Background: an optimization exercise with open tools, aiming at small area, a short achievable clock period and few clock cycles. Do not read the settings as production practice. Function was checked by simulation only, so behaviour that the tests miss may differ from the original.

**flow/run.sh**
```bash
#!/bin/bash
# synth_recipe.tcl (not shown) runs the flow's synth.tcl, then flattens the netlist and writes it again
# the make line also repeats each setting of config.mk as NAME=value (left out here)
make -C /OpenROAD-flow-scripts/flow DESIGN_CONFIG=/design/flow/config.mk WORK_HOME=/design/flow/orfs CLKGATE_MAP_FILE= SYNTH_SCRIPT=/design/flow/synth_recipe.tcl finish
```
**flow/config.mk**
```make
export PLATFORM = sky130hd
export DESIGN_NAME = core
export DESIGN_NICKNAME = core
export VERILOG_FILES = /design/flow/design.v
export SDC_FILE = /design/flow/constraint.sdc
export NUM_CORES = 8
export LEC_CHECK = 0
export CAP_MARGIN = 5
export CORE_MARGIN = 2
export CORE_UTILIZATION = 45
export CTS_CLUSTER_DIAMETER = 100
export CTS_CLUSTER_SIZE = 20
export SETUP_SLACK_MARGIN = 5
export SLEW_MARGIN = 5
```
**flow/constraint.sdc**
```tcl
create_clock -name core_clock -period 9.0 [get_ports {i_clk}]
set_input_delay 1.8000 -clock core_clock [delete_from_list [all_inputs] [get_ports {i_clk}]]
set_output_delay 1.8000 -clock core_clock [all_outputs]
set_load 0.01 [all_outputs]
```
**flow/design.v**
```verilog
`timescale 1ns/1ps
module muldiv(i_clk, i_arst_n, i_start, i_div, i_sgn, i_a, i_b, i_sum, i_wrhi, i_wrlo,
              i_hisel, o_busy, o_dout);
  input         i_clk, i_arst_n;
  input         i_start, i_div, i_sgn;
  input  [31:0] i_a, i_b;
  input  [31:0] i_sum;                   
  input         i_wrhi, i_wrlo;
  input         i_hisel;
  output        o_busy;
  output [31:0] o_dout;
  reg         bsy, nega, fix, hs, inv, bc;
  reg         m_neg, m_two, m_one;           
  reg  [5:0]  cnt;
  reg         isdiv, lead;
  reg  [31:0] hi, lo, bm;
  reg         f_sa, f_sb, f_d;
  assign o_busy = bsy;
  wire        lo_zero = lo == 32'd0;
  wire        rhi     = i_hisel & ~nega;
  wire        rneg    = nega | (rhi ? (f_d ? f_sa : f_sa ^ f_sb) : (f_sa ^ f_sb));
  wire        rcin    = nega | rneg & (~rhi | f_d | lo_zero);
  wire [31:0] rx      = (rhi ? hi : lo) ^ {32{rneg}};
  pf_inc #(32) u_rd(.a(rx), .ci(rcin), .s(o_dout));
  wire [33:0] m_y   = (m_two ? {1'b0, bm, 1'b0} : m_one ? {2'b00, bm} : 34'd0) ^ {34{m_neg}};
  wire [33:0] x = (fix | ~isdiv) ? {hs, hs, hi} : {hs, hi, lo[31]};
  wire [33:0] y = isdiv ? {{2{f_sb}}, bm} ^ {34{inv}} : fix ? {2'b00, bm} : m_y;
  wire        c = isdiv ? inv : ~fix & m_neg;
  wire [33:0] s;
  ks_add #(34) u_add(.a(x), .b(y), .ci(c), .s(s), .co());
  wire        q = ~s[32];                                 
  wire can8  = cnt[5:3] != 3'd0;
  wire can4  = cnt[5:2] != 4'd0;
  wire sk8   = can8 & (isdiv ? lead & (lo[31:24] == 8'd0) :
                              (lo[7:0] == 8'd0) & ~bc | (lo[7:0] == 8'hff) & bc);
  wire sk4   = can4 & isdiv & lead & (lo[31:28] == 4'd0);
  wire sk3   = isdiv & lead & ((bm[31:3] ^ {29{f_sb}}) != 29'd0);
  wire [1:0] z3 = ~can8 ? 2'd0 : lo[31] ? 2'd0 : lo[30] ? 2'd1 : lo[29] ? 2'd2 : 2'd3;
  wire run   = bsy & ~nega & ~fix;
  wire step  = run & ~sk8 & ~sk4 & ~sk3;
  function [2:0] booth;                      
    input [2:0] t;
    booth = {t[2] & ~(t[1] & t[0]), ~t[2] & t[1] & t[0] | t[2] & ~t[1] & ~t[0], t[1] ^ t[0]};
  endfunction
  wire [31:0] hi_step = isdiv ? s[31:0] : s[33:2];
  wire [31:0] lo_step = isdiv ? {lo[30:0], q} : {s[1:0], lo[31:2]};
  wire        sa0 = i_sgn & i_a[31];
  wire        st8 = i_div & ~sa0 & (i_a[31:24] == 8'd0);
  wire        st4 = i_div & ~sa0 & (i_a[31:28] == 4'd0);
  wire        sb0 = i_sgn & i_b[31];
  wire [31:0] hi0 = (sa0 & sb0) ? ~i_sum : sa0 ? i_b : sb0 ? i_a : 32'd0;
  reg  [31:0] hi_o, lo_o;
  always @* begin
    hi_o = hi;
    lo_o = lo;
    if (i_start) begin
      hi_o = i_div ? 32'd0 : hi0;
      lo_o = ~i_div ? i_a ^ {32{sa0}} : st8 ? {i_a[23:0], 8'd0} : st4 ? {i_a[27:0], 4'd0} : i_a;
    end else if (nega) begin
      lo_o = o_dout;
    end else if (fix) begin
      hi_o = s[31:0];
    end else if (bsy) begin
      if (sk8) begin
        if (isdiv) lo_o = {lo[23:0], 8'd0};
        else begin
          hi_o = {{8{hs}}, hi[31:8]};
          lo_o = {hi[7:0], lo[31:8]};
        end
      end else if (sk4) begin
        lo_o = {lo[27:0], 4'd0};
      end else begin
        case (z3)
          2'd0: begin hi_o = {29'd0, lo[31:29]}; lo_o = {lo[28:0], 3'd0}; end
          2'd1: begin hi_o = {28'd0, lo[31:28]}; lo_o = {lo[27:0], 4'd0}; end
          2'd2: begin hi_o = {27'd0, lo[31:27]}; lo_o = {lo[26:0], 5'd0}; end
          default: begin hi_o = {26'd0, lo[31:26]}; lo_o = {lo[25:0], 6'd0}; end
        endcase
      end
    end else begin
      if (i_wrhi) hi_o = i_a;
      if (i_wrlo) lo_o = i_a;
    end
  end
  wire do_step = step & ~i_start;
  always @(posedge i_clk)
    if (i_start) bm <= i_div ? i_b : i_b ^ {32{sb0}};
  always @(posedge i_clk, negedge i_arst_n) begin
    if (!i_arst_n) begin
      bsy <= 1'b0;
      nega <= 1'b0;
      fix <= 1'b0;
      hs <= 1'b0;
      inv <= 1'b0;
      bc <= 1'b0;
      {m_neg, m_two, m_one} <= 3'd0;
      cnt <= 6'd0;
      isdiv <= 1'b0;
      lead <= 1'b0;
      hi <= 32'd0;
      lo <= 32'd0;
      f_sa <= 1'b0;
      f_sb <= 1'b0;
      f_d <= 1'b0;
    end else begin
      hi <= do_step ? hi_step : hi_o;
      lo <= do_step ? lo_step : lo_o;
      if (i_start) begin
        bsy <= 1'b1;
        nega <= i_div & sa0;
        hs <= 1'b0;
        bc <= 1'b0;
        {m_neg, m_two, m_one} <= booth({i_a[1] ^ sa0, i_a[0] ^ sa0, 1'b0});
        inv <= ~sb0;                          
        cnt <= st8 ? 6'd24 : st4 ? 6'd28 : 6'd32;
        isdiv <= i_div;
        lead <= i_div;
        f_sa <= sa0;
        f_sb <= sb0;
        f_d <= i_div;
      end else if (nega) begin
        nega <= 1'b0;
      end else if (fix) begin
        fix <= 1'b0;
        bsy <= 1'b0;
        hs <= 1'b0;
      end else if (bsy) begin
        if (sk8) begin
          cnt <= cnt - 6'd8;
          bsy <= cnt != 6'd8;
          if (~isdiv) begin
            bc <= lo[7];
            {m_neg, m_two, m_one} <= booth({lo[9:8], lo[7]});
            if (cnt == 6'd8) begin
              bsy <= lo[7];                     
              fix <= lo[7];
            end
          end
        end else if (sk4) begin
          cnt <= cnt - 6'd4;
          bsy <= cnt != 6'd4;
        end else if (sk3) begin
          lead <= 1'b0;
          cnt <= cnt - 6'd3 - {4'd0, z3};
        end else if (isdiv) begin
          lead <= 1'b0;
          cnt <= cnt - 6'd1;
          hs <= s[32];
          inv <= s[32] ? f_sb : ~f_sb;          
          if (cnt == 6'd1) begin
            bsy <= s[32];                       
            fix <= s[32];
            inv <= f_sb;                        
          end
        end else begin
          cnt <= cnt - 6'd2;
          hs <= s[33];
          bc <= lo[1];
          {m_neg, m_two, m_one} <= booth({lo[3:2], lo[1]});
          if (cnt == 6'd2) begin
            bsy <= lo[1];                       
            fix <= lo[1];
          end
        end
      end
    end
  end
endmodule
`timescale 1ns/1ps
module ks_add #(parameter W = 32) (a, b, ci, s, co);
  input  [W-1:0] a, b;
  input          ci;
  output [W-1:0] s;
  output         co;
  function integer clg;
    input integer n;
    integer t;
    begin
      clg = 0;
      for (t = 1; t < n; t = t * 2) clg = clg + 1;
    end
  endfunction
  localparam L = clg(W + 1);
  wire [W:0] g [0:L];
  wire [W:0] p [0:L];
  assign g[0] = {a & b, ci};
  assign p[0] = {a ^ b, 1'b0};
  genvar l, i;
  generate
    for (l = 0; l < L; l = l + 1) begin : lv
      for (i = 0; i <= W; i = i + 1) begin : bt
        if (i >= (1 << l)) begin : c
          assign g[l+1][i] = g[l][i] | (p[l][i] & g[l][i - (1 << l)]);
          assign p[l+1][i] = p[l][i] & p[l][i - (1 << l)];
        end else begin : n
          assign g[l+1][i] = g[l][i];
          assign p[l+1][i] = p[l][i];
        end
      end
    end
  endgenerate
  assign s  = p[0][W:1] ^ g[L][W-1:0];
  assign co = g[L][W];
endmodule
module pf_inc #(parameter W = 32) (a, ci, s);
  input  [W-1:0] a;
  input          ci;
  output [W-1:0] s;
  function integer clg;
    input integer n;
    integer t;
    begin
      clg = 0;
      for (t = 1; t < n; t = t * 2) clg = clg + 1;
    end
  endfunction
  localparam L = clg(W + 1);
  wire [W:0] p [0:L];
  assign p[0] = {a, ci};
  genvar l, i;
  generate
    for (l = 0; l < L; l = l + 1) begin : lv
      for (i = 0; i <= W; i = i + 1) begin : bt
        if (i >= (1 << l)) begin : c
          assign p[l+1][i] = p[l][i] & p[l][i - (1 << l)];
        end else begin : n
          assign p[l+1][i] = p[l][i];
        end
      end
    end
  endgenerate
  assign s = a ^ p[L][W-1:0];
endmodule
`timescale 1ns/1ps
module core(i_clk, i_arst_n, i_int_source,
            i_instr_mem, o_instr_adr,
            o_wb_cyc, o_wb_stb, o_wb_sel, o_wb_we, o_wb_adr, o_wb_dat,
            i_wb_dat, i_wb_ack);
  input         i_clk;
  input         i_arst_n;
  input  [8:0]  i_int_source;
  input  [31:0] i_instr_mem;
  output [29:0] o_instr_adr;
  input         i_wb_ack;
  input  [31:0] i_wb_dat;
  output        o_wb_cyc;
  output        o_wb_stb;
  output        o_wb_we;
  output [3:0]  o_wb_sel;
  output [31:0] o_wb_adr;
  output [31:0] o_wb_dat;
  reg  [29:0] pc;
  reg         ex_v;
  reg  [31:0] ex_a, ex_b, ex_opb;
  reg  [15:0] ex_imm;
  reg  [4:0]  ex_dest;
  reg         ex_wen, ex_lnkc;
  reg  [2:0]  ex_rsel;
  reg         ex_sub, ex_sgn, ex_ovfc;
  reg  [1:0]  ex_lop, ex_sop;
  reg         ex_svar;
  reg         ex_ld, ex_st;
  reg  [2:0]  ex_mt;
  reg         ex_beq, ex_bne, ex_blez, ex_bgtz, ex_bltz, ex_bgez, ex_cz;
  reg         ex_jmp, ex_jrc;
  reg         ex_mul, ex_div, ex_mdsgn, ex_mthi, ex_mtlo, ex_mdany, ex_hisel;
  reg         ex_mtc0, ex_rfe, ex_resv, ex_ds, ex_nofwd, ex_mds;
  reg  [29:0] ex_pc;
  reg         mw_wen, mw_ld;
  reg  [31:0] mw_res;
  reg         b_req, b_we;
  reg  [3:0]  b_sel;
  reg  [31:0] b_adr, b_dat;
  reg  [4:0]  mw_dest;
  reg  [2:0]  mw_mt;
  reg         mw_take, mw_ovf;
  reg  [4:0]  st_exc;
  reg  [8:0]  st_int;
  reg  [14:0] cause;
  reg  [29:0] epc;
  reg         ie;
  reg  [8:0]  int_q, pend;
  reg  [31:0] rf [1:31];
  wire bus_hold = b_req & ~i_wb_ack;           
  wire freeze   = mw_ld & bus_hold;            
  wire [31:0] ins = i_instr_mem;
  wire [5:0]  op  = ins[31:26];
  wire [4:0]  rs  = ins[25:21];
  wire [4:0]  rt  = ins[20:16];
  wire [4:0]  rd  = ins[15:11];
  wire [5:0]  fn  = ins[5:0];
  wire [29:0] pc_inc;
  pf_inc #(30) u_pcinc(.a(pc), .ci(1'b1), .s(pc_inc));
  wire op_r     = op == 6'h00;
  wire op_regim = op == 6'h01;
  wire op_j     = op == 6'h02;
  wire op_jal   = op == 6'h03;
  wire op_beq   = op == 6'h04;
  wire op_bne   = op == 6'h05;
  wire op_blez  = op == 6'h06;
  wire op_bgtz  = op == 6'h07;
  wire op_addi  = op == 6'h08;
  wire op_addiu = op == 6'h09;
  wire op_slti  = op == 6'h0a;
  wire op_sltiu = op == 6'h0b;
  wire op_logi  = (op == 6'h0c) | (op == 6'h0d) | (op == 6'h0e);
  wire op_lui   = op == 6'h0f;
  wire op_cop0  = op == 6'h10;
  wire op_ld    = (op[5:3] == 3'b100) & (op[2:0] != 3'b111);
  wire op_st    = (op[5:3] == 3'b101) & ((op[2] == 1'b0) | (op[1:0] == 2'b10));
  wire f_sll  = fn == 6'h00, f_rotr = fn == 6'h01, f_srl = fn == 6'h02, f_sra = fn == 6'h03;
  wire f_sllv = fn == 6'h04, f_rotrv= fn == 6'h05, f_srlv= fn == 6'h06, f_srav= fn == 6'h07;
  wire f_shift = fn[5:3] == 3'b000;
  wire f_jr   = fn == 6'h08, f_jalr = fn == 6'h09;
  wire f_mfhi = fn == 6'h10, f_mthi = fn == 6'h11, f_mflo = fn == 6'h12, f_mtlo = fn == 6'h13;
  wire f_md   = fn[5:2] == 4'b0110;                        
  wire f_add  = fn[5:2] == 4'b1000;                        
  wire f_log  = fn[5:2] == 4'b1001;                        
  wire f_slt  = (fn == 6'h2a) | (fn == 6'h2b);
  wire c_mfc0 = op_cop0 & (rs == 5'd0);
  wire c_mtc0 = op_cop0 & (rs == 5'd4);
  wire c_rfe  = op_cop0 & (rs == 5'd16);
  wire rg_link = op_regim & rt[4];
  reg  [4:0] d_dest;
  reg        d_wen;
  always @* begin
    d_dest = rt;
    d_wen  = 1'b0;
    if (op_r) begin
      d_dest = rd;
      d_wen  = f_shift | f_jalr | f_mfhi | f_mflo | f_add | f_log | f_slt;
    end else if (op_jal | rg_link) begin
      d_dest = 5'd31;
      d_wen  = op_jal;
    end else
      d_wen = op_addi | op_addiu | op_slti | op_sltiu | op_logi | op_lui | op_ld | c_mfc0;
  end
  wire d_wen_nz = d_wen & (d_dest != 5'd0);
  wire d_lnkc   = rg_link;
  reg [2:0] d_rsel;
  always @* begin
    d_rsel = 3'd0;
    if (op_r) begin
      if (f_shift)               d_rsel = 3'd3;
      else if (f_log)            d_rsel = 3'd2;
      else if (f_slt)            d_rsel = 3'd1;
      else if (f_jalr)           d_rsel = 3'd5;
      else if (f_mfhi | f_mflo)  d_rsel = 3'd6;
    end else if (op_slti | op_sltiu) d_rsel = 3'd1;
    else if (op_logi)            d_rsel = 3'd2;
    else if (op_lui)             d_rsel = 3'd4;
    else if (op_jal | op_regim)  d_rsel = 3'd5;
    else if (op_cop0)            d_rsel = 3'd7;
  end
  wire d_sub   = (op_r & (f_add & fn[1] | f_slt)) | op_slti | op_sltiu;
  wire d_sgn   = (op_r & ((f_add & ~fn[0]) | (fn == 6'h2a))) | op_addi | op_slti;
  wire d_ovfc  = (op_r & f_add & ~fn[0]) | op_addi;
  wire [1:0] d_lop = op_r ? fn[1:0] : op[1:0];
  wire [1:0] d_sop = fn[1:0];
  wire d_svar  = fn[2];
  wire d_useimm = ~op_r & ~op_beq & ~op_bne & ~op_blez & ~op_bgtz & ~op_regim;
  wire d_sext  = ~op_logi;
  wire d_lui   = op_lui;
  wire d_cz    = op_blez | op_bgtz | op_regim;
  wire d_jmp   = op_j | op_jal | (op_r & (f_jr | f_jalr));
  wire d_jrc   = op_r & (f_jr | f_jalr);
  wire d_mul   = op_r & f_md & ~fn[1];
  wire d_div   = op_r & f_md & fn[1];
  wire d_mdany = op_r & (f_md | f_mfhi | f_mthi | f_mflo | f_mtlo);
  wire d_resv  = ~(op_r | op_regim | op_j | op_jal | op_beq | op_bne | op_blez | op_bgtz |
                   op_addi | op_addiu | op_slti | op_sltiu | op_logi | op_lui |
                   c_mfc0 | c_mtc0 | c_rfe | op_ld | op_st);
  wire d_uses_rt = op_r | op_beq | op_bne | op_st | (op_ld & (op[1:0] == 2'b10)) | op_cop0;
  wire d_bj    = d_jmp | op_beq | op_bne | op_blez | op_bgtz | op_regim;
  wire        ex_wfin;          
  wire [31:0] ex_res;
  wire [31:0] mw_wdata;
  reg [31:0] rf_a, rf_b;
  integer k;
  always @* begin
    rf_a = 32'd0;
    rf_b = 32'd0;
    for (k = 1; k < 32; k = k + 1) begin
      rf_a = rf_a | (rf[k] & {32{rs == k}});
      rf_b = rf_b | (rf[k] & {32{rt == k}});
    end
  end
  wire ex_fwd = ex_v & (ex_wen | ex_lnkc & (ex_a[31] ^ ex_bgez)) & ~ex_nofwd;
  wire fa_ex = ex_fwd & (rs == ex_dest);
  wire fb_ex = ex_fwd & (rt == ex_dest);
  wire fa_mw = mw_wen & (rs == mw_dest);
  wire fb_mw = mw_wen & (rt == mw_dest);
  wire        op_jj = op_j | op_jal;
  wire [31:0] d_immx = op_lui ? {ins[15:0], 16'd0} : {{16{d_sext & ins[15]}}, ins[15:0]};
  wire [31:0] e_a   = op_jj ? {pc_inc[29:26], ins[25:0], 2'b00} : fa_mw ? mw_wdata : rf_a;
  wire [31:0] e_b   = fb_mw ? mw_wdata : rf_b;
  wire [31:0] e_opb = d_useimm ? d_immx : e_b;
  wire [31:0] d_a   = (fa_ex & ~op_jj) ? ex_res : e_a;
  wire [31:0] byp_b = fb_ex ? ex_res : e_b;
  wire [31:0] d_opb = (fb_ex & ~d_useimm) ? ex_res : e_opb;
  wire ld_stall = ex_v & ex_ovfc | ex_v & ex_nofwd & ex_wen & ((rs == ex_dest) | (d_uses_rt & (rt == ex_dest)));
  wire [31:0] opb  = ex_opb;
  wire [32:0] add_x = {ex_sgn & ex_a[31], ex_a};
  wire [32:0] add_y = {ex_sgn & opb[31], opb} ^ {33{ex_sub}};
  wire [32:0] sum;
  ks_add #(33) u_add(.a(add_x), .b(add_y), .ci(ex_sub), .s(sum), .co());
  wire        ovf   = sum[32] ^ sum[31];
  reg [31:0] logic_r;
  always @* begin
    case (ex_lop)
      2'd0: logic_r = ex_a & opb;
      2'd1: logic_r = ex_a | opb;
      2'd2: logic_r = ex_a ^ opb;
      default: logic_r = ~(ex_a | opb);
    endcase
  end
  wire [4:0]  samt   = ex_svar ? ex_a[4:0] : ex_imm[10:6];
  wire        s_left = ex_sop == 2'd0;
  wire [4:0]  rot_n  = s_left ? 5'd0 - samt : samt;
  wire [63:0] rot_w  = {ex_b, ex_b} >> rot_n;
  wire [31:0] rot_r  = rot_w[31:0];
  reg  [31:0] sh_th;                            
  integer ti;
  always @* for (ti = 0; ti < 32; ti = ti + 1) sh_th[ti] = ti < samt;
  reg  [31:0] sh_mask;
  integer mi;
  always @* for (mi = 0; mi < 32; mi = mi + 1)
    sh_mask[mi] = (ex_sop == 2'd1) ? 1'b0 : s_left ? sh_th[mi] : sh_th[31 - mi];
  wire        sh_fill = (ex_sop == 2'd3) & ex_b[31];
  wire [31:0] sh_out = (rot_r & ~sh_mask) | ({32{sh_fill}} & sh_mask);
  wire [31:0] md_out;
  reg [31:0] cp0_r;
  always @* begin
    case (ex_imm[15:11])
      5'd12: cp0_r = {17'd0, st_int, 1'b0, st_exc};
      5'd13: cp0_r = {17'd0, cause};
      5'd14: cp0_r = {epc, 2'b00};
      default: cp0_r = 32'd0;
    endcase
  end
  wire [31:0] link = {pc_inc, 2'b00};
  reg [31:0] res_e;
  always @* begin
    case (ex_rsel)
      3'd2: res_e = logic_r;
      3'd4: res_e = opb;
      3'd5: res_e = link;
      default: res_e = cp0_r;
    endcase
  end
  wire [31:0] res = (ex_rsel == 3'd0) ? sum[31:0] :
                    (ex_rsel == 3'd1) ? {31'd0, sum[32]} :
                    (ex_rsel == 3'd3) ? sh_out[31:0] : res_e;
  assign ex_res = res;
  wire [31:0] mw_res_d = (ex_rsel == 3'd6) ? md_out : res;
  wire [31:0] cmp_b = ex_b & {32{~ex_cz}};
  wire        eq    = (ex_a == cmp_b);
  wire        taken = ex_beq & eq | ex_bne & ~eq | ex_blez & (ex_a[31] | eq) |
                      ex_bgtz & ~ex_a[31] & ~eq | ex_bltz & ex_a[31] | ex_bgez & ~ex_a[31];
  wire        redirect = ex_v & (taken | ex_jmp);
  wire [29:0] br_tgt = pc + {{14{ex_imm[15]}}, ex_imm};
  wire [29:0] tgt    = ex_jmp ? ex_a[31:2] : br_tgt;
  wire        md_busy;
  wire        a_lo_bad = (ex_mt == 3'b001) & sum[0] | (ex_mt == 3'b011) & (sum[1] | sum[0]);
  wire        b_zero   = ex_b == 32'd0;
  wire [4:0]  exc = {ex_div & b_zero, ex_ovfc & ovf, (ex_ld | ex_st) & a_lo_bad,
                     ex_jrc & (ex_a[1] | ex_a[0]), ex_resv};
  wire        fault    = |exc;
  wire        ex_stall = ex_v & ex_mdany & md_busy & ~ex_mds |
                         ex_v & (ex_ld | ex_st) & bus_hold;    
  wire        ovf_take = mw_ovf & ie & st_exc[3];
  wire        squash   = mw_take | ovf_take;
  wire        int_now  = ex_v & ~squash & ~ex_mds & ie & |pend;
  wire [4:0]  exc_f    = {exc[4], 1'b0, exc[2:0]};
  wire        take     = (int_now | ex_v & ~squash & ie & |(exc_f & st_exc)) & ~freeze;
  wire        ex_ok    = ex_v & ~squash & ~int_now;        
  assign ex_wfin = ex_v & (ex_wen | ex_lnkc & taken) & ~fault;
  wire md_go   = ex_ok & ~(ex_div & b_zero) & ~md_busy;    
  wire md_start = md_go & (ex_mul | ex_div) & ~ex_mds;
  wire md_wrhi  = md_go & ex_mthi;
  wire md_wrlo  = md_go & ex_mtlo;
  wire [1:0] a_lo  = sum[1:0];
  wire [1:0] rot   = a_lo + {1'b0, ex_mt == 3'b010};        
  reg  [31:0] st_d;
  always @* begin
    case (rot)
      2'd0: st_d = ex_b;
      2'd1: st_d = {ex_b[23:0], ex_b[31:24]};
      2'd2: st_d = {ex_b[15:0], ex_b[31:16]};
      default: st_d = {ex_b[7:0], ex_b[31:8]};
    endcase
  end
  reg [3:0] sel;
  always @* begin
    case (ex_mt)
      3'b000, 3'b100: sel = 4'b0001 << a_lo;
      3'b001, 3'b101: sel = a_lo[1] ? 4'b1100 : 4'b0011;
      3'b010:         sel = (a_lo == 2'd0) ? 4'b0001 : (a_lo == 2'd1) ? 4'b0011 :
                            (a_lo == 2'd2) ? 4'b0111 : 4'b1111;
      3'b110:         sel = (a_lo == 2'd0) ? 4'b1111 : (a_lo == 2'd1) ? 4'b1110 :
                            (a_lo == 2'd2) ? 4'b1100 : 4'b1000;
      default:        sel = 4'b1111;
    endcase
  end
  wire [1:0] m_a   = b_adr[1:0];
  wire [1:0] m_rot = (mw_mt[1:0] == 2'b01) ? {m_a[1], 1'b0} : m_a + {1'b0, mw_mt == 3'b010};
  reg  [31:0] m_r;
  always @* begin
    case (m_rot)
      2'd0: m_r = i_wb_dat;
      2'd1: m_r = {i_wb_dat[7:0], i_wb_dat[31:8]};
      2'd2: m_r = {i_wb_dat[15:0], i_wb_dat[31:16]};
      default: m_r = {i_wb_dat[23:0], i_wb_dat[31:24]};
    endcase
  end
  reg [31:0] ld_v;
  always @* begin
    case (mw_mt)
      3'b000: ld_v = {{24{m_r[7]}}, m_r[7:0]};
      3'b100: ld_v = {24'd0, m_r[7:0]};
      3'b001: ld_v = {{16{m_r[15]}}, m_r[15:0]};
      3'b101: ld_v = {16'd0, m_r[15:0]};
      3'b010: ld_v = (m_a == 2'd0) ? {m_r[31:24], b_dat[23:0]} :
                     (m_a == 2'd1) ? {m_r[31:16], b_dat[15:0]} :
                     (m_a == 2'd2) ? {m_r[31:8],  b_dat[7:0]}  : m_r;
      3'b110: ld_v = (m_a == 2'd0) ? m_r :
                     (m_a == 2'd1) ? {b_dat[31:24], m_r[23:0]} :
                     (m_a == 2'd2) ? {b_dat[31:16], m_r[15:0]} : {b_dat[31:8], m_r[7:0]};
      default: ld_v = m_r;
    endcase
  end
  assign mw_wdata = mw_ld ? ld_v : mw_res;
  assign o_wb_cyc = b_req;
  assign o_wb_stb = b_req;
  assign o_wb_we  = b_we;
  assign o_wb_sel = b_sel;
  assign o_wb_adr = {2'b00, b_adr[31:2]};
  assign o_wb_dat = b_dat;
  assign o_instr_adr = pc;
  always @(posedge i_clk)
    if (mw_wen) rf[mw_dest] <= mw_wdata;
  wire fd_go = ~freeze & ~squash & ~ex_stall & ~ld_stall;
  always @(posedge i_clk, negedge i_arst_n) begin
    if (!i_arst_n) begin
      pc <= 30'd0;
      ex_v <= 1'b0;
      b_req <= 1'b0;
      mw_ld <= 1'b0;
      mw_wen <= 1'b0;
      mw_take <= 1'b0;
      mw_ovf <= 1'b0;
      ex_mds <= 1'b0;
    end else begin
      ex_mds <= freeze & (ex_mds | md_start);
      if (squash)     pc <= 30'd2;
      else if (fd_go) pc <= redirect ? tgt : pc_inc;
      if (squash) ex_v <= 1'b0;
      else if (~freeze & ~ex_stall) ex_v <= ~ld_stall;
      if (~bus_hold)
        b_req <= ex_ok & ~ex_stall & ~fault & (ex_ld | ex_st);
      if (~freeze) begin
        mw_ld <= ex_ok & ~ex_stall & ~fault & ex_ld;
        mw_wen <= ex_ok & ~ex_stall & ex_wfin;
        mw_ovf <= ex_ok & exc[3];
      end
      mw_take <= take;
    end
  end
  always @(posedge i_clk) begin
    if (fd_go) begin
      ex_a <= d_a;
      ex_b <= byp_b;
      ex_opb <= d_opb;
      ex_imm <= ins[15:0];
      ex_dest <= d_dest;
      ex_wen <= d_wen_nz;
      ex_lnkc <= d_lnkc;
      ex_rsel <= d_rsel;
      ex_sub <= d_sub;
      ex_sgn <= d_sgn;
      ex_ovfc <= d_ovfc;
      ex_lop <= d_lop;
      ex_sop <= d_sop;
      ex_svar <= d_svar;
      ex_ld <= op_ld;
      ex_nofwd <= op_ld | d_ovfc | op_r & (f_mfhi | f_mflo);
      ex_st <= op_st;
      ex_mt <= op[2:0];
      ex_beq <= op_beq;
      ex_bne <= op_bne;
      ex_blez <= op_blez;
      ex_bgtz <= op_bgtz;
      ex_bltz <= op_regim & ~rt[0];
      ex_bgez <= op_regim & rt[0];
      ex_cz <= d_cz;
      ex_jmp <= d_jmp;
      ex_jrc <= d_jrc;
      ex_mul <= d_mul;
      ex_div <= d_div;
      ex_mdsgn <= ~fn[0];
      ex_mthi <= op_r & f_mthi;
      ex_mtlo <= op_r & f_mtlo;
      ex_mdany <= d_mdany;
      ex_hisel <= ~fn[1];
      ex_mtc0 <= c_mtc0;
      ex_rfe <= c_rfe;
      ex_resv <= d_resv;
      ex_ds <= ex_v & ex_jmp | ex_v & (ex_beq | ex_bne | ex_blez | ex_bgtz | ex_bltz | ex_bgez);
      ex_pc <= pc;
    end
  end
  always @(posedge i_clk) begin
    if (~bus_hold) begin
      b_we <= ex_st;
      b_sel <= sel;
      b_adr <= sum[31:0];
      b_dat <= (ex_st ? st_d : ex_b);
    end
  end
  always @(posedge i_clk) begin
    if (~freeze) begin
      mw_res <= mw_res_d;
      mw_dest <= ex_dest;
      mw_mt <= ex_mt;
    end
  end
  wire cp_go = ex_ok & ~freeze;    
  always @(posedge i_clk, negedge i_arst_n) begin
    if (!i_arst_n) begin
      st_exc <= 5'h1f;
      st_int <= 9'h1ff;
      cause <= 15'd0;
      epc <= 30'd0;
      ie <= 1'b1;
      int_q <= 9'd0;
      pend <= 9'd0;
    end else begin
      int_q <= i_int_source;
      if (take & int_now) pend <= i_int_source & ~int_q & st_int;
      else                pend <= pend | (i_int_source & ~int_q & st_int);
      if (take | ovf_take) begin
        ie <= 1'b0;
        epc <= ex_pc;
        cause <= {int_now ? pend : 9'd0, ex_ds, ovf_take ? 5'b01000 : exc_f & st_exc};
      end else begin
        if (cp_go & ex_rfe) ie <= 1'b1;
        if (cp_go & ex_mtc0 & (ex_imm[15:11] == 5'd12)) begin
          st_int <= ex_b[14:6];
          st_exc <= ex_b[4:0];
        end
        if (cp_go & ex_mtc0 & (ex_imm[15:11] == 5'd13))
          cause <= ex_b[14:0];
      end
    end
  end
  muldiv u_md(.i_clk(i_clk), .i_arst_n(i_arst_n), .i_start(md_start), .i_div(ex_div),
              .i_sgn(ex_mdsgn), .i_a(ex_a), .i_b(ex_b), .i_sum(sum[31:0]), .i_wrhi(md_wrhi), .i_wrlo(md_wrlo),
              .i_hisel(ex_hisel), .o_busy(md_busy), .o_dout(md_out));
endmodule
```
==> impl_metrics.yaml, run 1 <==
final_layout:
  register_area_mm2: 0.0445
  multi_input_area_mm2: 0.0463
  n_fill_cell: 17100
  layout-drive-gt1-share_pct: 21.5
  area_growth_syn_to_layout_pct: 19.8
  utilization_pct: 54.4
  nets: 9172
critical_path:
  reg2reg_from: "u_md.m_neg"
  reg2reg_slack_ns: 4.68
  reg2reg_depth: 21
  critPathKind: "flop to flop"
  path_max_fanout: 6
  rr_endpoint: "u_md.hi[17]"
  crit_path_end_kind: "flop"
  cp.arrival_ns: 5.00
  required_ns: 9.68
  startpoint_type: "flop"
synthesis:
  netlist.area_leader.share_pct: 44.0
  yosys_warnings: 6
  ys_seq_area_share_pct: 49.6
  synth-simple-area-share_pct: 11.3
  synth-async-reset-ratio_pct: 13.1
  yosysUniqueCellTypes: 102
  yosys.area.top_type: "edfxtp_1"
  avgSynthCellArea_um2: 10.5
  synthCells: 8556
  synth_most_common_cell: "edfxtp_1"
  ys_seq_elements: 1514
  synthXorXnorAreaFrac_pct: 3.62
  synth_edf_count: 1316
  synthMuxAreaShare_pct: 6.15
  synth_compound_area_share_pct: 22.6
  netlist_top_cells_count: "1316 x edfxtp_1, 713 x nand2_1, 698 x a22oi_1, 593 x o21ai_0, 592 x clkbuf_1"
  synth_flop_cell: "edfxtp_1"
  syn_area_mm2: 0.0897
  synth_adder_area_share_pct: 2.56
  synth_area_leaders: "edfxtp_1 44%, a22oi_1 5.8%, dfrtp_1 5.1%, o21ai_0 3.3%, mux2i_1 3.2%"
  synth_top_family_by_area: "compound AO/OA/AOI/OAI gates"
grt:
  grt_pass1_wl_um: 687000
  grt_pass1_vias: 81300
  met1_usage_pct: 58.0
  grt_use_total_pct: 48.7
  grt_overflow: 0
  top_usage_layer: "met2"
  met3_usage_pct: 18.3
  use_met2_pct: 68.7
  grt_max_degree: 90
  antenna_found_initial: 34
min_path:
  worstHoldEndpoint: "pend[3]"
  hold_path.class: "flop to flop"
  hp-start: "int_q[3]"
  hold_depth: 1
clock_tree:
  cts_tree: "yes"
  cts_buffer_depth: 3
  ctsHoldBuffers: 0
  htree_levels: 3
  insertion_delay_ns: 0.84
  cts_made_buffers: 94
  clkSinkCount: 1514
  clk_pin_slew_ns: 0.10
  root_buffer: "clkbuf_16"
place:
  portBuffers: 174
  place.gp.congestion: 1.03
  dp_hpwl_um: 323000
die:
  die_area_mm2: 0.203
  rows: 163
  core_mm2: 0.198
  start_util_pct: 45.4
  die-width_um: 451
  die_h_um: 451
  num_io_pins: 177
routing:
  first_pass_iters: 12
  wl_per_cell_um: 44.3
  drc: 0
  vias_per_cell: 7.60
  drt_iter0_drc: 18300
  drtAntennaViolNets: 0
  wl_um: 515000
  vias: 88400
timing:
  setup_tns_ns: 0
  hold_violations: 0
  fmaxAchievable_mhz: 231
  setup_violations: 0
  maxSlewViolCount: 0
  relSlewSlack_pct: 16.8
  period_minus_slack_ns: 4.32
  fin_crit_sh_pct: 48.0
  rsz0062_at_grt: "true"
  worst_pin_slew_ns: 1.24
  fin_skew_ns: 0.0813
flow_run:
  maxCapViolCount: 0
outcome:
  status: "no timing/DRC/antenna violations"
==> cell type report <==
cell class,instances,area share (%)
Antenna cell,32,0.0745
Multi-Input combinational cell,6124,43.1
Clock buffer,109,2.26
Timing Repair inverter,5,0.0349
Tap cell,2640,3.07
Clock inverter,26,0.384
Inverter,179,0.692
Timing Repair Buffer,996,9.00
Sequential cell,1514,41.4
==> cells in the final DEF, fill, tap and decap left out, types with 54 or more instances in the layout <==
cell                n
a211oi_1           82
a21o_1             54
a21oi_1           374
a221oi_1          160
a222oi_1           68
a22o_1            131
a22oi_1           693
a31oi_1            64
buf_12             80
buf_4             633
buf_6              74
clkbuf_16          99
clkdlybuf4s50_1   152
dfrtp_1           158
edfxtp_1         1316
ha_1              151
inv_1             155
mux2_2            154
mux2i_1           196
nand2_1           690
nand3_1           226
nand4_1           150
nor2_1            403
nor2_4            105
nor3_1            123
o211ai_1          110
o21ai_0           504
o21ai_1            60
xnor2_1           171
xor2_1            149
==> worst max-delay path, cell delays in order (launching register included) <==
cell	delay [ns]
dfrtp_2	0.45
buf_12	0.14
nor2_4	0.22
buf_12	0.15
buf_16	0.11
a211oi_2	0.04
a211o_1	0.23
o21ai_1	0.09
o21ai_1	0.12
ha_1	0.33
nor2b_4	0.14
o31a_1	0.31
o31a_1	0.37
buf_6	0.17
a21oi_4	0.18
o21bai_4	0.08
o41ai_2	0.24
xor2_1	0.17
buf_4	0.15
nor2_1	0.06
a2111oi_2	0.35
nor2_1	0.07
==> repair_timing <==
item                       in CTS  in global routing
gates resized for setup       669                397
hold endpoints to repair        0                  0
gates cloned                   22                  8
buffers inserted              314                113
pin swaps                     206                108
setup endpoints to repair    1043                510
==> per-layer routing <==
layer  wire length, µm  vias to the layer above  share of wire, %
li1                  -                    34100                 -
met1            172000                    42800                33
met2            209000                     8708                40
met3             74900                     2793                15
met4             59400                       20                12
met5               117                        -             0.023
==> flip-flops by register name, indices dropped and copies added (netlist names), 5 cells and up <==
name	count
b_adr	32
b_dat	32
cause	15
epc	30
ex_a	32
ex_b	32
ex_dest	5
ex_imm	16
ex_opb	32
ex_pc	30
int_q	9
mw_dest	5
mw_res	32
pc	30
pend	9
rf	992
st_exc	5
st_int	9
u_md.bm	32
u_md.cnt	6
u_md.hi	32
u_md.lo	32
==> per-stage QoR <==
stage          hold slack, ns  instance area (µm²)  setup slack [ns]  instances
2_1_floorplan           0.410                89900              4.21       8557
4_1_cts                 0.441               105000              4.69      11500
3_3_place_gp            0.426                95800              2.48      11000
6_report                0.443               108000              4.68      11600
5_1_grt                 0.457               107000              4.53      11600
3_5_place_dp            0.434                95800              2.50      11000
==> worst max-delay path by stage <==
stage                     from          end  slack (ns)  cells past startpoint
2_1_floorplan         i_wb_ack    st_exc[3]        4.21                      9
3_5_place_dp   i_instr_mem[22]      ex_a[1]        2.50                     11
6_report            u_md.m_neg  u_md.hi[17]        4.68                     21
4_1_cts             u_md.m_neg  u_md.hi[21]        4.69                     19
3_3_place_gp   i_instr_mem[22]      ex_a[1]        2.48                     11
5_1_grt             u_md.m_neg  u_md.hi[26]        4.53                     18
==> kinds of logic after synthesis <==
logic type,after synthesis
DFF,1514
buffers and inverters,927
adders and majority gates,182
xor gates and xnor gates,370
other,1
AOI/OAI and AO/OA,2924
muxes,484
and+or+nand+nor,2154
Testbench counts, summed over its fixed seeds: cycles 22,729.
==> run 2: changes to the inputs <==
--- a/flow/design.v
+++ b/flow/design.v
@@ -9,11 +9,11 @@
   input         i_hisel;
   output        o_busy;
   output [31:0] o_dout;
-  reg         bsy, nega, fix, hs, inv, bc;
-  reg         m_neg, m_two, m_one;           
+  reg         bsy, nega, pre;
   reg  [5:0]  cnt;
   reg         isdiv, lead;
   reg  [31:0] hi, lo, bm;
+  reg  [34:0] b3;
   reg         f_sa, f_sb, f_d;
   assign o_busy = bsy;
   wire        lo_zero = lo == 32'd0;
@@ -22,31 +22,36 @@
   wire        rcin    = nega | rneg & (~rhi | f_d | lo_zero);
   wire [31:0] rx      = (rhi ? hi : lo) ^ {32{rneg}};
   pf_inc #(32) u_rd(.a(rx), .ci(rcin), .s(o_dout));
-  wire [33:0] m_y   = (m_two ? {1'b0, bm, 1'b0} : m_one ? {2'b00, bm} : 34'd0) ^ {34{m_neg}};
-  wire [33:0] x = (fix | ~isdiv) ? {hs, hs, hi} : {hs, hi, lo[31]};
-  wire [33:0] y = isdiv ? {{2{f_sb}}, bm} ^ {34{inv}} : fix ? {2'b00, bm} : m_y;
-  wire        c = isdiv ? inv : ~fix & m_neg;
-  wire [33:0] s;
-  ks_add #(34) u_add(.a(x), .b(y), .ci(c), .s(s), .co());
-  wire        q = ~s[32];                                 
+  wire [34:0] b1  = {{3{isdiv & f_sb}}, bm};
+  wire [34:0] b2  = {b1[33:0], 1'b0};
+  wire        nb  = isdiv & ~f_sb;           
+  wire [34:0] r4  = {1'b0, hi, lo[31:30]};
+  reg  [34:0] mm;
+  always @* begin
+    case (lo[1:0])
+      2'd0: mm = 35'd0;
+      2'd1: mm = b1;
+      2'd2: mm = b2;
+      default: mm = b3;
+    endcase
+  end
+  wire [34:0] x1 = pre ? b2 : isdiv ? r4 : {3'd0, hi};
+  wire [34:0] y1 = pre ? b1 : isdiv ? b1 ^ {35{nb}} : mm;
+  wire [34:0] s1, s2, s3;
+  ks_add #(35) u_a1(.a(x1), .b(y1), .ci(~pre & nb), .s(s1), .co());
+  ks_add #(35) u_a2(.a(r4), .b(b2 ^ {35{nb}}), .ci(nb), .s(s2), .co());
+  ks_add #(35) u_a3(.a(r4), .b(b3 ^ {35{nb}}), .ci(nb), .s(s3), .co());
+  wire        k1 = ~s1[34], k2 = ~s2[34], k3 = ~s3[34];
   wire can8  = cnt[5:3] != 3'd0;
   wire can4  = cnt[5:2] != 4'd0;
-  wire sk8   = can8 & (isdiv ? lead & (lo[31:24] == 8'd0) :
-                              (lo[7:0] == 8'd0) & ~bc | (lo[7:0] == 8'hff) & bc);
+  wire sk8   = can8 & (isdiv ? lead & (lo[31:24] == 8'd0) : (lo[7:0] == 8'd0));
   wire sk4   = can4 & isdiv & lead & (lo[31:28] == 4'd0);
-  wire sk3   = isdiv & lead & ((bm[31:3] ^ {29{f_sb}}) != 29'd0);
-  wire [1:0] z3 = ~can8 ? 2'd0 : lo[31] ? 2'd0 : lo[30] ? 2'd1 : lo[29] ? 2'd2 : 2'd3;
-  wire run   = bsy & ~nega & ~fix;
-  wire step  = run & ~sk8 & ~sk4 & ~sk3;
-  function [2:0] booth;                      
-    input [2:0] t;
-    booth = {t[2] & ~(t[1] & t[0]), ~t[2] & t[1] & t[0] | t[2] & ~t[1] & ~t[0], t[1] ^ t[0]};
-  endfunction
-  wire [31:0] hi_step = isdiv ? s[31:0] : s[33:2];
-  wire [31:0] lo_step = isdiv ? {lo[30:0], q} : {s[1:0], lo[31:2]};
+  wire sk2   = ~pre & isdiv & lead & ((bm[31:2] ^ {30{f_sb}}) != 30'd0);
+  wire step  = bsy & ~nega & ~pre & ~sk8 & ~sk4 & ~sk2;
+  wire [31:0] hi_div  = k3 ? s3[31:0] : k2 ? s2[31:0] : k1 ? s1[31:0] : r4[31:0];
+  wire [31:0] hi_step = isdiv ? hi_div : s1[33:2];
+  wire [31:0] lo_step = isdiv ? {lo[29:0], k3 | k2, k3 | k1 & ~k2} : {s1[1:0], lo[31:2]};
   wire        sa0 = i_sgn & i_a[31];
-  wire        st8 = i_div & ~sa0 & (i_a[31:24] == 8'd0);
-  wire        st4 = i_div & ~sa0 & (i_a[31:28] == 4'd0);
   wire        sb0 = i_sgn & i_b[31];
   wire [31:0] hi0 = (sa0 & sb0) ? ~i_sum : sa0 ? i_b : sb0 ? i_a : 32'd0;
   reg  [31:0] hi_o, lo_o;
@@ -55,27 +60,21 @@
     lo_o = lo;
     if (i_start) begin
       hi_o = i_div ? 32'd0 : hi0;
-      lo_o = ~i_div ? i_a ^ {32{sa0}} : st8 ? {i_a[23:0], 8'd0} : st4 ? {i_a[27:0], 4'd0} : i_a;
+      lo_o = i_div ? i_a : i_a ^ {32{sa0}};
     end else if (nega) begin
       lo_o = o_dout;
-    end else if (fix) begin
-      hi_o = s[31:0];
     end else if (bsy) begin
       if (sk8) begin
         if (isdiv) lo_o = {lo[23:0], 8'd0};
         else begin
-          hi_o = {{8{hs}}, hi[31:8]};
+          hi_o = {8'd0, hi[31:8]};
           lo_o = {hi[7:0], lo[31:8]};
         end
       end else if (sk4) begin
         lo_o = {lo[27:0], 4'd0};
-      end else begin
-        case (z3)
-          2'd0: begin hi_o = {29'd0, lo[31:29]}; lo_o = {lo[28:0], 3'd0}; end
-          2'd1: begin hi_o = {28'd0, lo[31:28]}; lo_o = {lo[27:0], 4'd0}; end
-          2'd2: begin hi_o = {27'd0, lo[31:27]}; lo_o = {lo[26:0], 5'd0}; end
-          default: begin hi_o = {26'd0, lo[31:26]}; lo_o = {lo[25:0], 6'd0}; end
-        endcase
+      end else if (sk2) begin
+        hi_o = {30'd0, lo[31:30]};
+        lo_o = {lo[29:0], 2'd0};
       end
     end else begin
       if (i_wrhi) hi_o = i_a;
@@ -83,17 +82,15 @@
     end
   end
   wire do_step = step & ~i_start;
-  always @(posedge i_clk)
+  always @(posedge i_clk) begin
     if (i_start) bm <= i_div ? i_b : i_b ^ {32{sb0}};
+    if (pre) b3 <= s1;
+  end
   always @(posedge i_clk, negedge i_arst_n) begin
     if (!i_arst_n) begin
       bsy <= 1'b0;
       nega <= 1'b0;
-      fix <= 1'b0;
-      hs <= 1'b0;
-      inv <= 1'b0;
-      bc <= 1'b0;
-      {m_neg, m_two, m_one} <= 3'd0;
+      pre <= 1'b0;
       cnt <= 6'd0;
       isdiv <= 1'b0;
       lead <= 1'b0;
@@ -108,59 +105,29 @@
       if (i_start) begin
         bsy <= 1'b1;
         nega <= i_div & sa0;
-        hs <= 1'b0;
-        bc <= 1'b0;
-        {m_neg, m_two, m_one} <= booth({i_a[1] ^ sa0, i_a[0] ^ sa0, 1'b0});
-        inv <= ~sb0;                          
-        cnt <= st8 ? 6'd24 : st4 ? 6'd28 : 6'd32;
+        pre <= 1'b1;
+        cnt <= 6'd32;
         isdiv <= i_div;
         lead <= i_div;
         f_sa <= sa0;
         f_sb <= sb0;
         f_d <= i_div;
-      end else if (nega) begin
-        nega <= 1'b0;
-      end else if (fix) begin
-        fix <= 1'b0;
-        bsy <= 1'b0;
-        hs <= 1'b0;
       end else if (bsy) begin
-        if (sk8) begin
+        nega <= 1'b0;
+        pre <= 1'b0;
+        if (~nega & sk8) begin
           cnt <= cnt - 6'd8;
           bsy <= cnt != 6'd8;
-          if (~isdiv) begin
-            bc <= lo[7];
-            {m_neg, m_two, m_one} <= booth({lo[9:8], lo[7]});
-            if (cnt == 6'd8) begin
-              bsy <= lo[7];                     
-              fix <= lo[7];
-            end
-          end
-        end else if (sk4) begin
+        end else if (~nega & sk4) begin
           cnt <= cnt - 6'd4;
           bsy <= cnt != 6'd4;
-        end else if (sk3) begin
+        end else if (sk2) begin
           lead <= 1'b0;
-          cnt <= cnt - 6'd3 - {4'd0, z3};
-        end else if (isdiv) begin
+          cnt <= cnt - 6'd2;
+        end else if (step) begin
           lead <= 1'b0;
-          cnt <= cnt - 6'd1;
-          hs <= s[32];
-          inv <= s[32] ? f_sb : ~f_sb;          
-          if (cnt == 6'd1) begin
-            bsy <= s[32];                       
-            fix <= s[32];
-            inv <= f_sb;                        
-          end
-        end else begin
           cnt <= cnt - 6'd2;
-          hs <= s[33];
-          bc <= lo[1];
-          {m_neg, m_two, m_one} <= booth({lo[3:2], lo[1]});
-          if (cnt == 6'd2) begin
-            bsy <= lo[1];                       
-            fix <= lo[1];
-          end
+          bsy <= cnt != 6'd2;
         end
       end
     end
==> run 2 against run 1 <==
- register-to-register slack worse by 0.22 ns
- non-clock buffer count increased by 33
- maximum frequency decreased by 4.8%
- die area increased by 3.7%
- highest routed layer unchanged
==> impl_metrics.yaml, run 2 <==
timing:
  fin_skew_ns: 0.0818
  worst_slack_ns: 4.46
  fmaxAchievable_mhz: 220
  setup_tns_ns: 0
  maxSlewViolCount: 0
  relSlewSlack_pct: 9.20
  hold_violations: 0
  fin_crit_sh_pct: 50.4
  rsz0062_at_grt: "true"
  period_minus_slack_ns: 4.54
  setup_violations: 0
  worst_pin_slew_ns: 1.35
clock_tree:
  insertion_delay_ns: 0.87
  root_buffer: "clkbuf_16"
  htree_levels: 3
  cts_buffer_depth: 3
  cts_made_buffers: 92
  clkSinkCount: 1542
  cts_tree: "yes"
  clk_pin_slew_ns: 0.09
critical_path:
  required_ns: 9.74
  slowest_delay_ns: 0.58
  crit_path_end_kind: "flop"
  startpoint_type: "flop"
  rr_endpoint: "u_md.hi[31]"
  reg2reg_depth: 16
  critPathKind: "flop to flop"
  reg2reg_slack_ns: 4.46
  path_max_fanout: 7
  reg2reg_from: "u_md.f_d"
  cp_cell_sequence: "buf_12, nand2_8, buf_8, xnor2_1, ha_1, o21a_1, o221a_2, a41oi_2, a21bo_2, nand2_1, a31oi_2, a31oi_1, o21ai_0, mux2i_1, a311oi_2, o31ai_1"
  startpoint: "u_md.f_d"
  slowest_stage: "dfrtp_4"
  cp.arrival_ns: 5.28
place:
  place.gp.congestion: 1.08
  dp_hpwl_um: 308000
  dp_cells: 11500
  pre_cts_slack_ns: 2.12
  portBuffers: 174
grt:
  met1_usage_pct: 54.3
  top_usage_layer: "met2"
  grt_max_degree: 125
  antenna_found_initial: 42
  grt_pass1_vias: 84400
  grt_use_total_pct: 45.9
  grt_overflow: 0
  grt_pass1_wl_um: 679000
  use_met2_pct: 64.5
  met3_usage_pct: 20.3
outcome:
  status: "no timing/DRC/antenna violations"
final_layout:
  nets: 9724
  area_growth_syn_to_layout_pct: 20.5
  top_regs: "rf (992), u_md.b3 (35)"
  most-common-layout-cells: "1351 x edfxtp_1, 833 x nand2_1, 645 x a22oi_1"
  layout-drive-gt1-share_pct: 20.6
  final_common_cell: "edfxtp_1"
  largest_reg_flops: 992
  regMostFlops: "rf"
  finalNonFillerCells: 12200
  register_area_mm2: 0.0454
  n_fill_cell: 17600
  multi_input_area_mm2: 0.0493
flow_run:
  maxCapViolCount: 0
synthesis:
  yosys.area.top_type: "edfxtp_1"
  synthCells: 8996
  ys_seq_elements: 1542
  yosysUniqueCellTypes: 111
  synth-async-reset-ratio_pct: 12.4
  netlist_top_cells_count: "1351 x edfxtp_1, 874 x nand2_1, 648 x a22oi_1, 618 x nor2_1, 552 x clkbuf_1"
  netlist.area_leader.share_pct: 43.6
  synth_area_leaders: "edfxtp_1 44%, a22oi_1 5.2%, dfrtp_1 4.7%, nand2_1 3.5%, ha_1 3.2%"
  yosys_warnings: 6
  synth_most_common_cell: "edfxtp_1"
  synth_edf_count: 1351
  ys_seq_area_share_pct: 48.7
  avgSynthCellArea_um2: 10.4
  synth_flop_cell: "edfxtp_1"
  syn_area_mm2: 0.0931
min_path:
  hold_path.class: "flop to flop"
  hold_depth: 1
  hp-start: "int_q[6]"
  worstHoldEndpoint: "pend[6]"
die:
  rows: 166
  num_io_pins: 177
  start_util_pct: 45.4
  core_mm2: 0.205
  die-width_um: 459
  die_h_um: 459
  die_area_mm2: 0.211
routing:
  first_pass_iters: 13
  wl_um: 505000
  vias_per_cell: 7.62
  drt_iter0_drc: 19900
  drc: 0
  drtAntennaViolNets: 0
  wl_per_cell_um: 41.5
  vias: 92700
## run 2: cell count changes after synthesis, sizes merged, moves of 50 or more
| cell | previous run | this run |
|---|---|---|
| nand2 | 713 | 874 |
| nor2 | 521 | 621 |
| xnor2 | 200 | 289 |
| mux2 | 159 | 84 |
| a21oi | 438 | 508 |
| ha | 179 | 240 |
| o21ai | 597 | 540 |
| a21o | 54 | 109 |
| a22oi | 698 | 648 |
## run 2: kinds of logic (layout without fill, tap and decap cells)
group | Yosys count | in the layout | synth area share [%]
xor gates and xnor gates | 421 | 422 | 3.97
DFF | 1542 | 1542 | 48.7
and+or+nand+nor | 2430 | 2442 | 12.1
adders and majority gates | 242 | 242 | 3.27
other | 1 | 31 | 0.00403
muxes | 422 | 422 | 5.52
AOI/OAI and AO/OA | 2998 | 2999 | 22.4
buffers and inverters | 940 | 1372 | 4.04
## run 2: worst max-delay path by stage
stage                             end  slack [ns]
final                     u_md.hi[31]        4.46
after global routing      u_md.hi[23]        4.32
after CTS                 u_md.hi[14]        4.69
after detailed placement   ex_opb[17]        2.12
after global placement     ex_opb[17]        2.32
after floorplan             st_exc[0]        4.15
## run 2: metrics by stage
stage                     utilization, %  hold WS (ns)  instance area (µm²)
final                               54.7         0.436               112000
after floorplan                        -         0.410                93200
after global routing                54.7         0.453               112000
after CTS                           53.3         0.440               109000
after detailed placement            48.3         0.427                99200
after global placement              48.3         0.416                99200
## run 2: layer usage
layer  vias up  routed length [µm]
li1      35700                   -
met1     44400              166000
met2      9386              202000
met3      3057               81300
met4        52               54900
met5         -                1070
## run 2: worst max-delay path, delay by kind of cell, from the launching register on
kind	cells	cell delay (ns)
fa+ha+maj	1	0.31
compound gates	9	2.41
mux	1	0.37
flops	1	0.58
xor+xnor	1	0.13
buf+inv	2	0.34
simple gates	2	0.28
## run 2: what timing repair did
| item | in CTS | in global routing |
|---|---|---|
| pin swaps | 209 | 187 |
| resized for setup | 783 | 384 |
| hold buffers | 0 | 0 |
| cloned | 34 | 8 |
| setup buffers | 348 | 132 |
| setup endpoints to repair | 1168 | 483 |
## run 2: final cells by class
| class | instances | area share [%] |
|---|---|---|
| antenna | 29 | 0.0647 |
| multi-input combinational | 6529 | 43.9 |
| clock inverter | 22 | 0.341 |
| tap | 2688 | 3.00 |
| clock buffer | 109 | 2.13 |
| sequential | 1542 | 40.5 |
| inverter | 208 | 0.766 |
| timing repair inverter | 4 | 0.0268 |
| timing repair buffer | 1029 | 9.34 |
Testbench counts of run 2, summed over its fixed seeds: cycles 21,597.

-- separate check: timing with driven ports --
How much do the figures lean on ideal ports? The routed layouts below were timed once more, with nothing changed but the port constraints.
Step 1, drivers: a clkbuf_16 drives i_clk and a buf_2 each remaining input, both assumed.
Step 2 moves the port delays by t, midway between the first and last clock arrival at a register: inputs arrive t later, outputs are due t later. That takes back most of the time a late clock gives input paths.
Slacks: ideal / step 1 / step 2; pairs: ideal / step 1.
run | t, ns | setup WS [ns] | worst setup path at the end | latest minus earliest clock arrival (ns) | worst register clock-pin slew, ns
run 1 | 0.911 | 4.678 / 4.678 / 4.012 | input to register | 0.091 / 0.091 | 0.10 / 0.10
run 2 | 0.916 | 4.462 / 4.462 / 3.702 | input to register | 0.083 / 0.082 | 0.11 / 0.11
After both steps every run listed still meets setup and hold. For run 2, which loses most, drivers alone change the setup slack by 0.000 ns; drivers and shift together by -0.760 ns.
